Context: an optimization exercise on an open-source flow, tuned for small area and a short achievable clock period. The choices shown serve that exercise and are no tape-out recipe.

==> inputs of xenon <==
==> flow/design.v <==
module fifo (
    clk      ,  
    rst      ,  
    data_in  ,  
    rd_en    ,  
    wr_en    ,  
    data_out ,  
    empty    ,  
    full        
);
input clk;
input rst;
input rd_en;
input wr_en;
input [7:0] data_in;
output full;
output empty;
output [7:0] data_out;
reg [7:0] data_out;
reg       full;
reg       empty;
reg [7:0] wr_ptr;
reg [7:0] rd_ptr;
reg       phase;
reg [7:0] q [0:255];
wire wr_acc = wr_en & ~full & ~rst;
wire rd_acc = rd_en & ~empty;
wire [7:0] wr_ptr_p1 = wr_ptr + 8'd1;
wire [7:0] rd_ptr_p1 = rd_ptr + 8'd1;
wire almost_full  = (wr_ptr_p1 == rd_ptr);    
wire almost_empty = (rd_ptr_p1 == wr_ptr);    
wire sel_cur  = ~full | rd_en;
wire sel_next = wr_acc & (~almost_full | rd_en);
wire [7:0] col_even = (wr_acc & ~wr_ptr[0]) ? (data_in ^ {8{phase}}) : 8'hff;
wire [7:0] col_odd  = (wr_acc &  wr_ptr[0]) ? (data_in ^ {8{phase}}) : 8'hff;
wire [15:0] wr_hi = 16'd1 << wr_ptr[7:4];
wire [15:0] wr_lo = 16'd1 << wr_ptr[3:0];
wire [15:0] wn_hi = 16'd1 << wr_ptr_p1[7:4];
wire [15:0] wn_lo = 16'd1 << wr_ptr_p1[3:0];
genvar k;
generate
  for (k = 0; k < 256; k = k + 1) begin : row
    wire r = (wr_hi[k >> 4] & wr_lo[k & 15] & sel_cur) |
             (wn_hi[k >> 4] & wn_lo[k & 15] & sel_next) |
             ((k == 0) & rst);
    wire [7:0] c = (k & 1) ? col_odd : col_even;
    always @(posedge clk)
      q[k] <= ~(({8{r}} & c) | q[k]);
  end
endgenerate
wire [15:0] rd_hi = 16'd1 << rd_ptr[7:4];
wire [15:0] rd_lo = 16'd1 << rd_ptr[3:0];
reg  [7:0] rd_data;
integer i;
always @* begin
  rd_data = 8'd0;
  for (i = 0; i < 256; i = i + 1)
    rd_data = rd_data | ({8{rd_hi[i >> 4] & rd_lo[i & 15]}} & q[i]);
end
always @(posedge clk) begin
  phase <= ~phase & ~rst;
  if (rst) begin
    wr_ptr   <= 8'd0;
    rd_ptr   <= 8'd0;
    data_out <= 8'd0;
    full     <= 1'b0;
    empty    <= 1'b1;
  end else begin
    if (wr_acc) wr_ptr <= wr_ptr_p1;
    if (rd_acc) begin
      rd_ptr   <= rd_ptr_p1;
      data_out <= rd_data ^ {8{phase}};
    end
    if (full)  full  <= ~rd_en;
    else       full  <= wr_acc & ~rd_acc & almost_full;
    if (empty) empty <= ~wr_en;
    else       empty <= rd_acc & ~wr_acc & almost_empty;
  end
end
endmodule
==> flow/run.sh <==
#!/bin/bash
# synth_recipe.tcl (not shown) runs the flow's synth.tcl, then flattens the netlist and writes it again
# the make line also repeats each setting of config.mk as NAME=value (left out here)
make -C /OpenROAD-flow-scripts/flow DESIGN_CONFIG=/design/flow/config.mk WORK_HOME=/design/flow/orfs CLKGATE_MAP_FILE= SYNTH_SCRIPT=/design/flow/synth_recipe.tcl finish
==> flow/config.mk <==
export PLATFORM = sky130hd
export DESIGN_NAME = fifo
export DESIGN_NICKNAME = fifo
export VERILOG_FILES = /design/flow/design.v
export SDC_FILE = /design/flow/constraint.sdc
export NUM_CORES = 4
export LEC_CHECK = 0
export CAP_MARGIN = 20
export CORE_MARGIN = 2
export CORE_UTILIZATION = 60
export PLACE_DENSITY = 0.7
export SETUP_SLACK_MARGIN = 2.6
export SLEW_MARGIN = 20
==> flow/constraint.sdc <==
create_clock -name core_clock -period 5.0 [get_ports {clk}]
set_input_delay 1.0000 -clock core_clock [delete_from_list [all_inputs] [get_ports {clk}]]
set_output_delay 1.0000 -clock core_clock [all_outputs]
set_load 0.01 [all_outputs]
==> inputs of cedar, as changes to xenon <==
--- a/flow/design.v
+++ b/flow/design.v
@@ -17,10 +17,12 @@
 output empty;
 output [7:0] data_out;
-reg [7:0] data_out;
-reg       full;
-reg       empty;
-reg [7:0] wr_ptr;
-reg [7:0] rd_ptr;
-reg       phase;
+reg [7:0]  data_out;
+reg        full;
+reg        empty;
+reg [7:0]  wr_ptr;
+reg [7:0]  rd_ptr;
+reg [15:0] rd_hi_n;    
+reg [15:0] rd_lo_n;    
+reg        phase;
 reg [7:0] q [0:255];
 wire wr_acc = wr_en & ~full & ~rst;
@@ -36,26 +38,56 @@
 wire [15:0] wr_hi = 16'd1 << wr_ptr[7:4];
 wire [15:0] wr_lo = 16'd1 << wr_ptr[3:0];
-wire [15:0] wn_hi = 16'd1 << wr_ptr_p1[7:4];
-wire [15:0] wn_lo = 16'd1 << wr_ptr_p1[3:0];
-genvar k;
+wire [15:0] z_cur  = wr_lo & {16{sel_cur}};
+wire [15:0] z_next = {wr_lo[14:0], 1'b0} & {16{sel_next}};
+wire        z_wrap = wr_lo[15] & sel_next;
+wire [15:0] z = z_cur | z_next;
+genvar k, b, j;
 generate
   for (k = 0; k < 256; k = k + 1) begin : row
-    wire r = (wr_hi[k >> 4] & wr_lo[k & 15] & sel_cur) |
-             (wn_hi[k >> 4] & wn_lo[k & 15] & sel_next) |
-             ((k == 0) & rst);
+    wire r;
+    if ((k & 15) != 0) begin : mid
+      g_and2 u_r (.a(wr_hi[k >> 4]), .b(z[k & 15]), .y(r));
+    end else begin : first
+      assign r = (wr_hi[k >> 4] & z[0]) |
+                 (wr_hi[((k >> 4) + 15) & 15] & z_wrap) |
+                 ((k == 0) & rst);
+    end
     wire [7:0] c = (k & 1) ? col_odd : col_even;
+    wire [7:0] d;
+    for (b = 0; b < 8; b = b + 1) begin : cb
+      g_a21oi u_c (.a1(r), .a2(c[b]), .b1(q[k][b]), .y(d[b]));
+    end
     always @(posedge clk)
-      q[k] <= ~(({8{r}} & c) | q[k]);
+      q[k] <= d;
   end
 endgenerate
-wire [15:0] rd_hi = 16'd1 << rd_ptr[7:4];
-wire [15:0] rd_lo = 16'd1 << rd_ptr[3:0];
-reg  [7:0] rd_data;
-integer i;
-always @* begin
-  rd_data = 8'd0;
-  for (i = 0; i < 256; i = i + 1)
-    rd_data = rd_data | ({8{rd_hi[i >> 4] & rd_lo[i & 15]}} & q[i]);
-end
+wire [255:0] rsel;
+generate
+  for (k = 0; k < 256; k = k + 1) begin : rs
+    g_nor2 u_s (.a(rd_hi_n[k >> 4]), .b(rd_lo_n[k & 15]), .y(rsel[k]));
+  end
+endgenerate
+wire [7:0] rd_data;
+generate
+  for (b = 0; b < 8; b = b + 1) begin : rt
+    wire [127:0] l1;   
+    wire [31:0]  l2;   
+    wire [7:0]   l3;   
+    wire [1:0]   l4;   
+    for (j = 0; j < 128; j = j + 1) begin : a
+      g_a22oi u (.a1(rsel[2*j]), .a2(q[2*j][b]), .b1(rsel[2*j+1]), .b2(q[2*j+1][b]), .y(l1[j]));
+    end
+    for (j = 0; j < 32; j = j + 1) begin : n2
+      g_nand4 u (.a(l1[4*j]), .b(l1[4*j+1]), .c(l1[4*j+2]), .d(l1[4*j+3]), .y(l2[j]));
+    end
+    for (j = 0; j < 8; j = j + 1) begin : n3
+      g_nor4 u (.a(l2[4*j]), .b(l2[4*j+1]), .c(l2[4*j+2]), .d(l2[4*j+3]), .y(l3[j]));
+    end
+    for (j = 0; j < 2; j = j + 1) begin : n4
+      g_nand4 u (.a(l3[4*j]), .b(l3[4*j+1]), .c(l3[4*j+2]), .d(l3[4*j+3]), .y(l4[j]));
+    end
+    assign rd_data[b] = l4[0] | l4[1];
+  end
+endgenerate
 always @(posedge clk) begin
   phase <= ~phase & ~rst;
@@ -63,4 +95,6 @@
     wr_ptr   <= 8'd0;
     rd_ptr   <= 8'd0;
+    rd_hi_n  <= 16'hfffe;
+    rd_lo_n  <= 16'hfffe;
     data_out <= 8'd0;
     full     <= 1'b0;
@@ -70,4 +104,6 @@
     if (rd_acc) begin
       rd_ptr   <= rd_ptr_p1;
+      rd_lo_n  <= {rd_lo_n[14:0], rd_lo_n[15]};
+      if (~rd_lo_n[15]) rd_hi_n <= {rd_hi_n[14:0], rd_hi_n[15]};
       data_out <= rd_data ^ {8{phase}};
     end
@@ -79,2 +115,20 @@
 end
 endmodule
+module g_and2 (input a, input b, output y);
+  assign y = a & b;
+endmodule
+module g_nor2 (input a, input b, output y);
+  assign y = ~(a | b);
+endmodule
+module g_a21oi (input a1, input a2, input b1, output y);
+  assign y = ~((a1 & a2) | b1);
+endmodule
+module g_a22oi (input a1, input a2, input b1, input b2, output y);
+  assign y = ~((a1 & a2) | (b1 & b2));
+endmodule
+module g_nand4 (input a, input b, input c, input d, output y);
+  assign y = ~(a & b & c & d);
+endmodule
+module g_nor4 (input a, input b, input c, input d, output y);
+  assign y = ~(a | b | c | d);
+endmodule
==> flow/flow/run.sh (new file) <==
#!/bin/bash
# Standard flow, with one step added after synthesis: the single-gate cells
# that synthesis mapped to drive strength 2 are set back to drive strength 1
# (timing repair later upsizes the ones that need it).
set -euo pipefail
R=orfs/results/sky130hd/fifo/base
bash standard.sh synth > log_synth.txt 2>&1
cat > downsize.tcl <<TCL
read_db $R/1_synth.odb
set db [ord::get_db]
set block [ord::get_db_block]
set n 0
foreach pair {{a21oi_2 a21oi_1} {a22oi_2 a22oi_1}} {
  set from sky130_fd_sc_hd__[lindex \$pair 0]
  set to [\$db findMaster sky130_fd_sc_hd__[lindex \$pair 1]]
  foreach inst [\$block getInsts] {
    if {[[\$inst getMaster] getName] eq \$from} {
      \$inst swapMaster \$to
      incr n
    }
  }
}
puts "downsized \$n instances"
write_db $R/1_synth.odb
TCL
openroad -no_init -exit downsize.tcl > log_downsize.txt 2>&1
touch $R/1_synth.sdc
bash standard.sh finish > log_finish.txt 2>&1
==> flow/standard.sh (new file) <==
#!/bin/bash
# synth_recipe.tcl (not shown) runs the flow's synth.tcl, then flattens the netlist and writes it again
# the make line also repeats each setting of config.mk as NAME=value (left out here)
make -C /OpenROAD-flow-scripts/flow DESIGN_CONFIG=/design/flow/config.mk WORK_HOME=/design/flow/orfs CLKGATE_MAP_FILE= SYNTH_SCRIPT=/design/flow/synth_recipe.tcl "${@:-finish}"
Settings changed: CORE_UTILIZATION 60 to 55, CTS_BUF_LIST set to sky130_fd_sc_hd__clkbuf_8, CTS_CLUSTER_SIZE set to 30, PLACE_DENSITY 0.7 to 0.65, SYNTH_HIERARCHICAL set to 1, SYNTH_MINIMUM_KEEP_SIZE set to 0.
removed: flow/run.sh
==> run notes <==
- xenon aborted during global routing. cedar completed with no timing, DRC or antenna violations.
- Of xenon and cedar, xenon has the higher synthesized cell count (gap about 15%, measured against cedar).
- Between cedar and xenon, the lower synthesized area is in cedar (gap 6.7%, measured against xenon).
==> figures <==
                                                               cedar                       xenon
Netlist Area Pre-Place                                    67,400 sq um                72,300 sq um
CTS HTree Levels                                                     5                           4
Post-placement worst setup slack                              0.602 ns                    0.239 ns
Cts repair resizes                                               2,631                       2,293
Die Wd                                                          354 um                      351 um
Cell at the root of the clock tree           sky130_fd_sc_hd__clkbuf_8  sky130_fd_sc_hd__clkbuf_16
Number of buffers created by CTS                                   337                         197
Number of cells produced by synthesis                            6,435                       7,385
Net count after synthesis                                        6,454                       7,410
Post-CTS Setup Repair Bufs                                         141                         601
Placed wire-length estimate                                     156 mm                      314 mm
Std-Cell Rows                                                      128                         127
Number of clock sinks                                            2,107                       2,075
Die Span Y                                                      354 um                      351 um
Count of warnings emitted by yosys                                   9                           2
Effective utilization at floorplan                               0.554                       0.604
Deepest clock path buffer count                                      4                           3
Number of cells after detailed placement                         8,165                       8,792
Result of the run                              complete, no violations      stopped before the end
Failing step                                                         -              global routing
Synthesized area per cell                                   10.5 sq um                  9.78 sq um
Cell area reported after detailed placement               71,900 sq um                79,400 sq um
Final GP Congestion                                              0.901                        1.33
No functional check of the RTL was part of any run of this note.

[re-timing with driven ports]
The results above use ideal ports. As a check the final layout listed here was re-extracted and re-timed, cells and wires unchanged. Step 1 (the two cells are an assumption about what drives the block):
set clk [get_ports {clk}]
set_driving_cell -lib_cell sky130_fd_sc_hd__clkbuf_16 $clk
set_driving_cell -lib_cell sky130_fd_sc_hd__buf_2 [delete_from_list [all_inputs] $clk]
Step 2 moves the port delays by t, midway between the first and last clock arrival at a register: inputs arrive t later, outputs are due t later. That takes back most of the time a late clock gives input paths. Slacks: ideal / step 1 / step 2; pairs: ideal / step 1.
run: cedar
t (ns): 1.103
setup WS [ns]: 1.677 / 1.677 / 1.061
cell pins on the clock port's net: 1
After both steps setup and hold are still met in cedar. For cedar, drivers alone change the setup slack by 0.000 ns; drivers and shift together by -0.616 ns.
